What follows belongs to an exercise in optimizing a design on an open flow for small area, a short achievable clock period and few clock cycles per item; a production flow would make more cautious choices.
Where RTL was checked, it was by simulation tests only, not by an equivalence proof against the original.
Power is estimated from default activity; no workload was simulated.

run F:
Design division_float_32, start of the top module:
module division_float_32(clock, start, operand1, operand2, result, finish, illegal);
Size: ~85 flip-flops, roughly 8100 µm² of cells after synthesis.
Settings: LEC_CHECK=0, CAP_MARGIN=20, CORE_MARGIN=2, CORE_UTILIZATION=40, SLEW_MARGIN=20; clock period 5.5 ns.
run.sh (not shown) runs the stock make flow with config.mk's settings and CLKGATE_MAP_FILE= SYNTH_SCRIPT=/design/flow/synth_recipe.tcl, a recipe that flattens the netlist after the stock synthesis.
The inputs of run D differ from those of run F as listed below.
# run F
export LEC_CHECK = 0
export CAP_MARGIN = 20
export CORE_MARGIN = 2
export CORE_UTILIZATION = 40
export SLEW_MARGIN = 20
create_clock -name core_clock -period 5.5 [get_ports {clock}]
# run D
export LEC_CHECK = 0
export CAP_MARGIN = 20
export CORE_MARGIN = 2
export CORE_UTILIZATION = 70
export SLEW_MARGIN = 20
create_clock -name core_clock -period 5.5 [get_ports {clock}]
Going from run F to run D, the DRC violation total after the first TritonRoute iteration was found to have gone up by 149. Looking at maximum frequency, run D sits 0.31% below run F. Against run F as the reference, run D delivers a lower area overhead of the layout relative to synthesis. Count of inserted tapcells delta for run D relative to run F: about 46% lower.
No run of this note included a check of the RTL's function; only the layout flow was run.

========
division_float_32, a different RTL version from the one above (not shown whole).
Size in the first run: ~1200 cells after synthesis, roughly 100 I/O pins, roughly 7400 sq um of cells after synthesis.
clock: 5.5 ns
lec_check: 0
abc_area: 1
cap_margin: 20
core_margin: 2
core_utilization: 55
setup_slack_margin: 1.0
slew_margin: 20
standard.sh (not shown) runs the stock make flow with config.mk's settings and CLKGATE_MAP_FILE= SYNTH_SCRIPT=/design/flow/synth_recipe.tcl, a recipe that flattens the netlist after the stock synthesis.
==> flow/flow/run.sh <==
#!/bin/bash
# The standard layout, with plain buffers (sky130_fd_sc_hd__buf_1) on the
# ports instead of the default delay-cell buffers.
set -euo pipefail
bash standard.sh BUFFER_PORTS_ARGS="-buffer_cell sky130_fd_sc_hd__buf_1" finish > standard_flow.log 2>&1
The first run finished with timing, DRC and antenna clean.
Testbench counts at the start, summed over its fixed seeds: cycles 26,624, items 2,048.
Then changed:
- SETUP_SLACK_MARGIN: 1.0 -> 1.8
Effect: The changed run completed with no timing, DRC or antenna violations; sequential power rises by about 0.9%; cell count rises by 1.9%; count of clock-buffer cells in the layout stays the same; synthesized cell count does not change; first-iteration DRC count rises by 33%; global-route usage rises by 0.72 points; via count rises by 4.9%; register-to-register slack gets better by 0.46 ns; utilization rises by 3.7 points.
Then changed:
- SETUP_SLACK_MARGIN: 1.8 -> default
What happened: Sequential cell count does not change; power went down by 17%; global-route usage went down by 0.72 points; maximum frequency went down by 7.8%; routed wire length went down by 13%; utilization went down by 3.7 points; synthesized cell count is unchanged; worst hold slack hardly moves; cell area went down by 5.7%.
Then changed:
- SETUP_SLACK_MARGIN: default -> 1.6
Effect: First-iteration DRC count goes up by about 13%. Power goes up by 7.8%. Global-route usage is unchanged. Non-clock buffer count goes up by 3. Final area goes up by about 1.7%. Synthesized cell count does not change.

========
division_float_32, a different RTL version from the one above (not shown whole).
Size in the first run: roughly 85 flip-flops, roughly 100 I/O pins, ~7100 µm² of cells after synthesis.
export LEC_CHECK = 0
export ABC_AREA = 1
export CAP_MARGIN = 20
export CORE_MARGIN = 2
export CORE_UTILIZATION = 65
export SETUP_SLACK_MARGIN = 1.9
export SLEW_MARGIN = 20
create_clock -name core_clock -period 5.5 [get_ports {clock}]
Scripts as last shown in full above: flow/flow/run.sh
Testbench counts at the start, summed over its fixed seeds: cycles 26,624, items 2,048.
Change:
==> flow/flow/run.sh (replaced) <==
#!/bin/bash
# The standard layout (standard.sh: the standard synthesis and ORFS flow),
# with plain buffers (sky130_fd_sc_hd__buf_1) on the ports instead of the
# default delay-cell buffers. make's full output goes to standard_flow.log;
# ORFS keeps each step's own log under orfs/logs/.
set -euo pipefail
bash standard.sh BUFFER_PORTS_ARGS="-buffer_cell sky130_fd_sc_hd__buf_1" finish > standard_flow.log 2>&1
What happened:
- The new run produced a clean layout
- clock power barely changes
- wire length is unchanged
- clock skew is unchanged
- clock-buffer cell count is unchanged
Change:
- CORE_UTILIZATION: 65 -> 55
Effect: The changed run completed without violations; non-clock buffer count climbs by 6; count of clock-buffer cells in the layout came out higher by 1; maximum frequency falls by 0.73%; worst hold slack stays flat; synthesized area does not change; power is higher by 7.4%; routed wire length rises by 7.8%; sequential share of layout area went down by 0.63 points; clock power increases by 18%; via count is higher by 0.92%.
Change:
- CORE_UTILIZATION: 55 -> 62
Total power goes up by 0.77%; register-to-register slack gets worse by 80 ps; utilization is higher by 9.5 points; count of clock-buffer cells in the layout decreases by 1; design area hardly moves; routed wire length fell by 1.5%; non-clock buffer count climbs by 4; clock skew shrinks by 3.7 ps; setup slack got worse by 79 ps; synthesized cell count does not change.
Change:
==> flow/flow/run.sh (replaced) <==
#!/bin/bash
# The standard layout, with plain buffers (sky130_fd_sc_hd__buf_1) on the
# ports instead of the default delay-cell buffers.
set -euo pipefail
bash standard.sh BUFFER_PORTS_ARGS="-buffer_cell sky130_fd_sc_hd__buf_1" finish > standard_flow.log 2>&1
- CORE_UTILIZATION: 62 -> 55
Setup slack gains 79 ps.
Routed wire length increases slightly.
Core utilization decreases by 9.5 points.
Change:
- CORE_UTILIZATION: 55 -> 65
- TNS_END_PERCENT: unset -> 20
=> Global-route usage goes up by 3.1 points. Critical path depth goes up by 13. First-iteration DRC count goes down by 12%. Power goes down by 5.9%. Via count goes down by 0.58%. Sequential cell count is unchanged. Sequential share of layout area goes up by 0.61 points. Setup slack degrades by 40 ps. Hold slack hardly moves. Wire length goes down by 6.8%.

========
division_float_32, a different RTL version from the one above (not shown whole).
Size: ~85 flip-flops, about 100 I/O pins, roughly 7100 um2 of cells after synthesis.
export LEC_CHECK = 0
export ABC_AREA = 1
export CAP_MARGIN = 20
export CORE_MARGIN = 2
export CORE_UTILIZATION = 55
export CTS_BUF_LIST = sky130_fd_sc_hd__clkbuf_2 sky130_fd_sc_hd__clkbuf_4 sky130_fd_sc_hd__clkbuf_8
export SETUP_SLACK_MARGIN = 1.6
export SLEW_MARGIN = 20
create_clock -name core_clock -period 5.5 [get_ports {clock}]
==> flow/flow/run.sh <==
#!/bin/bash
# The standard layout, with plain buffers (sky130_fd_sc_hd__buf_1) on the
# ports instead of the default delay-cell buffers.
set -euo pipefail
bash standard.sh BUFFER_PORTS_ARGS="-buffer_cell sky130_fd_sc_hd__buf_1" finish > standard_flow.log 2>&1
Testbench counts at the start, summed over its fixed seeds: cycles 26,624, items 2,048.
Rerun with:
Settings changed: SETUP_SLACK_MARGIN 1.6 to 2.2.
After rerunning: Worst hold slack gets better by 0.0054 ns; worst setup slack gets better by 0.31 ns; non-clock buffer count is higher by 57; global-route usage is higher by 3.4 points; wire length is higher by 21%; design area is higher by about 20%.

========
## alpha
Another version of the RTL of division_float_32 (not shown whole).
Size in the first run: ~1100 cells after synthesis, roughly 85 flip-flops, roughly 100 I/O pins.
export LEC_CHECK = 0
export ABC_AREA = 1
export CAP_MARGIN = 20
export CORE_MARGIN = 2
export CORE_UTILIZATION = 70
export SETUP_SLACK_MARGIN = 1.9
export SLEW_MARGIN = 20
create_clock -name core_clock -period 5.5 [get_ports {clock}]
==> flow/flow/run.sh <==
#!/bin/bash
# The standard layout (standard.sh: the standard synthesis and ORFS flow),
# with plain buffers (sky130_fd_sc_hd__buf_1) on the ports instead of the
# default delay-cell buffers. make's full output goes to standard_flow.log;
# ORFS keeps each step's own log under orfs/logs/.
set -euo pipefail
bash standard.sh BUFFER_PORTS_ARGS="-buffer_cell sky130_fd_sc_hd__buf_1" finish > standard_flow.log 2>&1
#### Input delta (beta over alpha)
Settings: CORE_UTILIZATION: 70 -> 65.
[summary]
- operand1[1] as the start point of the critical path was reported by beta, and d[16] by alpha.
- sky130_fd_sc_hd__clkinvlp_2 as the slowest cell on the critical path was reported by beta, and sky130_fd_sc_hd__dfxtp_1 by alpha.
- Die boundary height of beta exceeds that of alpha by a few percent.
- Per the comparison of beta with alpha, core utilization fell by 5.0 points, post-route non-filler standard cell count barely changed, sequential group power now sits lower, final worst hold slack went up, final count of hold timing violations was more or less identical.
- As far as global-route congestion overflow total goes, beta and alpha are indistinguishable; the numbers are identical.
- Taking alpha as the reference, in beta clock skew moved up; sequential share of layout area level; routed via count divided by cell count moved down; worst path setup slack after routing moved up.
Function was not checked in any run of this note: the RTL went through the layout flow alone.

========
Setup of build 44:
division_float_32, a different RTL version from the one above (not shown whole).
Size in the first run: roughly 85 flip-flops.
Design division_float_32, start of the top module:
module division_float_32(clock, start, operand1, operand2, result, finish, illegal);
clock: 5.5 ns
lec_check: 0
abc_area: 1
cap_margin: 20
core_margin: 2
core_utilization: 65
cts_buf_list: sky130_fd_sc_hd__clkbuf_2 sky130_fd_sc_hd__clkbuf_4 sky130_fd_sc_hd__clkbuf_8
setup_slack_margin: 1.9
slew_margin: 20
Scripts as last shown in full above: flow/flow/run.sh
Build 44 did not stop at any stage, and its layout met the timing, DRC and antenna checks.
Testbench counts of build 44, summed over its fixed seeds: cycles 26,624, items 2,048.
Edits applied to the flow inputs when going from build 44 to build 41:
Settings: clearing CTS_BUF_LIST, which used to be sky130_fd_sc_hd__clkbuf_2 sky130_fd_sc_hd__clkbuf_4 sky130_fd_sc_hd__clkbuf_8.
Results
Hold slack came out exactly the same in build 44 and build 41. As far as number of non-clock buffers in the layout goes, build 44 and build 41 are indistinguishable; the numbers are identical. As far as routing usage on met1 goes, build 44 and build 41 are indistinguishable; the numbers are identical. Re global routing usage on met2: no difference whatsoever between build 44 and build 41. Compared build 41 against build 44; sequential area share after synthesis within noise. Going from build 44 to build 41, relative area of clock buffers and inverters in the final design saw little to no change, overall power after layout saw little to no change. ~same wire length in build 44 and build 41. Comparing build 44 against build 41, there is no change at all in number of buffers inserted for hold repair after clock tree synthesis. Between build 41 and build 44, the transition time of the tightest slew-check pin does not differ in any meaningful way. Synthesized cell count across build 44 and build 41: no real change.
diff inputs: build 41 => build 95
Settings: SETUP_SLACK_MARGIN changed from 1.9 to 1.85.
Notes after the runs:
- Build 95 finished every stage and its layout cleared the timing, DRC and antenna checks.
- Cmp build 95 vs build 41: final design utilization lower in build 95
- Build 95 vs. build 41: final period utilization went up; transition time at the pin with the least slew margin went up; post-route total power went down.
- Row final critical-path required period: build 95 higher / build 41 lower
- Diff build 41 -> build 95: maximum frequency now sits lower; final standard cell area without fillers decreased 0.40%.
- Looking at part of the total power dissipated in combinational logic, build 95 sits 0.4 points below build 41.
- Setup slack (higher): build 41
- Comparing build 41 and build 95, switching power of the nets is higher on build 41.
> inputs changed (build 95 -> build 27)
Settings: CORE_UTILIZATION changed from 65 to 62; SETUP_SLACK_MARGIN changed from 1.85 to 1.9.
--- outcome ---
Build 27 ran to completion and came out clean on the timing, DRC and antenna checks.
Between build 95 and build 27, maximum fanout count along the critical path is lower for build 27, build 95 comes in above that.
Build 27 reports a lower sequential cell power than build 95 does.
When the final numbers for build 95 and build 27 were put side by side, the clock tree cell share of total cell area turned out to be smaller in build 95.
Die width, build 95 and build 27: smaller value in build 95
Cmp build 95 and build 27 / signal arrival time at the worst endpoint / higher: build 95
Summary of build 27 over build 95: number of global-route vias before repair went down by 107; die area now sits higher; layout buffering overhead excluding clock cells now sits higher.
Build 27 vs build 95: utilization down

========
RTL: one of the versions met above, not the one the previous note started from.
For scale: roughly 1200 cells after synthesis, ~85 flip-flops, about 100 I/O pins, ~7100 um2 of cells after synthesis.
clock: 5.5 ns
lec_check: 0
abc_area: 1
cap_margin: 20
core_margin: 2
core_utilization: 55
setup_slack_margin: 1.9
slew_margin: 20
==> flow/flow/run.sh <==
#!/bin/bash
# The standard layout, with plain buffers (sky130_fd_sc_hd__buf_1) on the
# ports instead of the default delay-cell buffers.
set -euo pipefail
bash standard.sh BUFFER_PORTS_ARGS="-buffer_cell sky130_fd_sc_hd__buf_1" finish > standard_flow.log 2>&1
Testbench counts at the start, summed over its fixed seeds: cycles 26,624, items 2,048.
Edit:
SETUP_SLACK_MARGIN = unset   (was 1.9)
Design area went down by 5.7%.
Synthesized area stays the same.
Sequential share of layout area went up by 1.3 points.
Routed wire length went down by 9.9%.
Cell count went down by 2.1%.
Worst setup slack degrades by 0.73 ns.
Clock-buffer cell count does not change.
Power went down by 16%.
Via count went down by 3.9%.
Global-route usage went down by 1.1 points.
Edit:
CORE_UTILIZATION = 65   (was 55)
SETUP_SLACK_MARGIN = 1.9   (was unset)
After rerunning: Routed wire length grows by a few percent. Total power grows by a little under a tenth. Final area grows slightly. Synthesized cell count is unchanged. Clock skew grows by 0.010 ns. Clock-buffer cell count shrinks by 1. Critical path depth shrinks by 10. Final cell count shrinks slightly.
Edit:
CORE_UTILIZATION = 55   (was 65)
SETUP_SLACK_MARGIN = 1.8   (was 1.9)
Hold slack got worse by 0.0088 ns.
Utilization shrinks by 8.7 points.
Worst setup slack got worse by 0.068 ns.
Clock skew shrinks by 0.0099 ns.
Maximum frequency shrinks slightly.

========
division_float_32 again, from the RTL that the note above started with.
clock: 5.5 ns
lec_check: 0
abc_area: 1
cap_margin: 20
core_margin: 2
core_utilization: 55
setup_slack_margin: 2.0
slew_margin: 20
Scripts as last shown in full above: flow/flow/run.sh
Testbench counts at the start, summed over its fixed seeds: cycles 26,624, items 2,048.
Next try:
SETUP_SLACK_MARGIN = 1.6   (was 2.0)
What happened: The changed run completed without violations; total power falls by 15%; synthesized area stays the same; non-clock buffer count falls by 28; clock-buffer cell count is unchanged.

-- separate check: timing with driven ports --
No port has a modelled driver above. Below, the same layouts with a new extraction and two added sets of constraints.
Step 1 assumes that a clkbuf_16 drives the clock port and a buf_2 every other input.
Step 2, shift: input delay + t, output delay - t, t = (earliest + latest rising clock arrival at the registers) / 2. This alone moves slack from input paths to output paths.
Three values: ideal ports, drivers, drivers and shift; two values: the first two.
run	t (ns)	setup WS [ns]	latest minus earliest clock arrival (ns)	pins driven straight from the clock port
run F	0.392	0.377 / 0.377 / 0.377	0.007 / 0.007	1
run D	0.384	0.362 / 0.362 / 0.238	0.010 / 0.009	1
the first run of note 2	0.390	1.577 / 1.577 / 1.293	0.009 / 0.009	1
the second run of note 2	0.392	1.882 / 1.860 / 1.530	0.009 / 0.009	1
the third run of note 2	0.390	1.577 / 1.577 / 1.293	0.009 / 0.009	1
the fourth run of note 2	0.392	1.788 / 1.767 / 1.504	0.009 / 0.009	1
the first run of note 3	0.411	2.124 / 2.105 / 1.737	0.016 / 0.017	1
the second run of note 3	0.411	2.124 / 2.105 / 1.737	0.016 / 0.017	1
the third run of note 3	0.394	2.100 / 2.079 / 1.766	0.010 / 0.010	1
the fourth run of note 3	0.394	2.021 / 2.000 / 1.764	0.006 / 0.006	1
the fifth run of note 3	0.394	2.100 / 2.079 / 1.766	0.010 / 0.010	1
the sixth run of note 3	0.412	2.060 / 2.075 / 1.662	0.017 / 0.017	1
the first run of note 4	0.408	1.833 / 1.847 / 1.439	0.007 / 0.007	1
the second run of note 4	0.420	2.143 / 2.143 / 1.888	0.011 / 0.011	1
alpha	0.408	1.862 / 1.862 / 1.736	0.008 / 0.009	1
beta	0.403	2.016 / 2.030 / 1.626	0.014 / 0.013	1
build 44	0.403	2.016 / 2.030 / 1.626	0.014 / 0.013	1
build 41	0.403	2.016 / 2.030 / 1.626	0.014 / 0.013	1
build 95	0.407	1.956 / 1.971 / 1.564	0.016 / 0.016	1
build 27	0.412	2.049 / 2.030 / 1.762	0.015 / 0.016	1
the first run of note 7	0.394	2.071 / 2.052 / 1.769	0.006 / 0.006	1
the second run of note 7	0.388	1.342 / 1.342 / 1.286	0.005 / 0.005	1
the third run of note 7	0.403	2.066 / 2.080 / 1.677	0.016 / 0.016	1
the fourth run of note 7	0.392	1.998 / 1.998 / 1.664	0.006 / 0.006	1
the first run of note 8	0.388	2.087 / 2.068 / 1.892	0.006 / 0.006	1
the second run of note 8	0.390	1.839 / 1.859 / 1.469	0.005 / 0.005	1
After both steps every run listed still meets setup and hold. The setup slack of the sixth run of note 3, which loses most, moves by +0.015 ns with the drivers and by -0.398 ns with both steps.
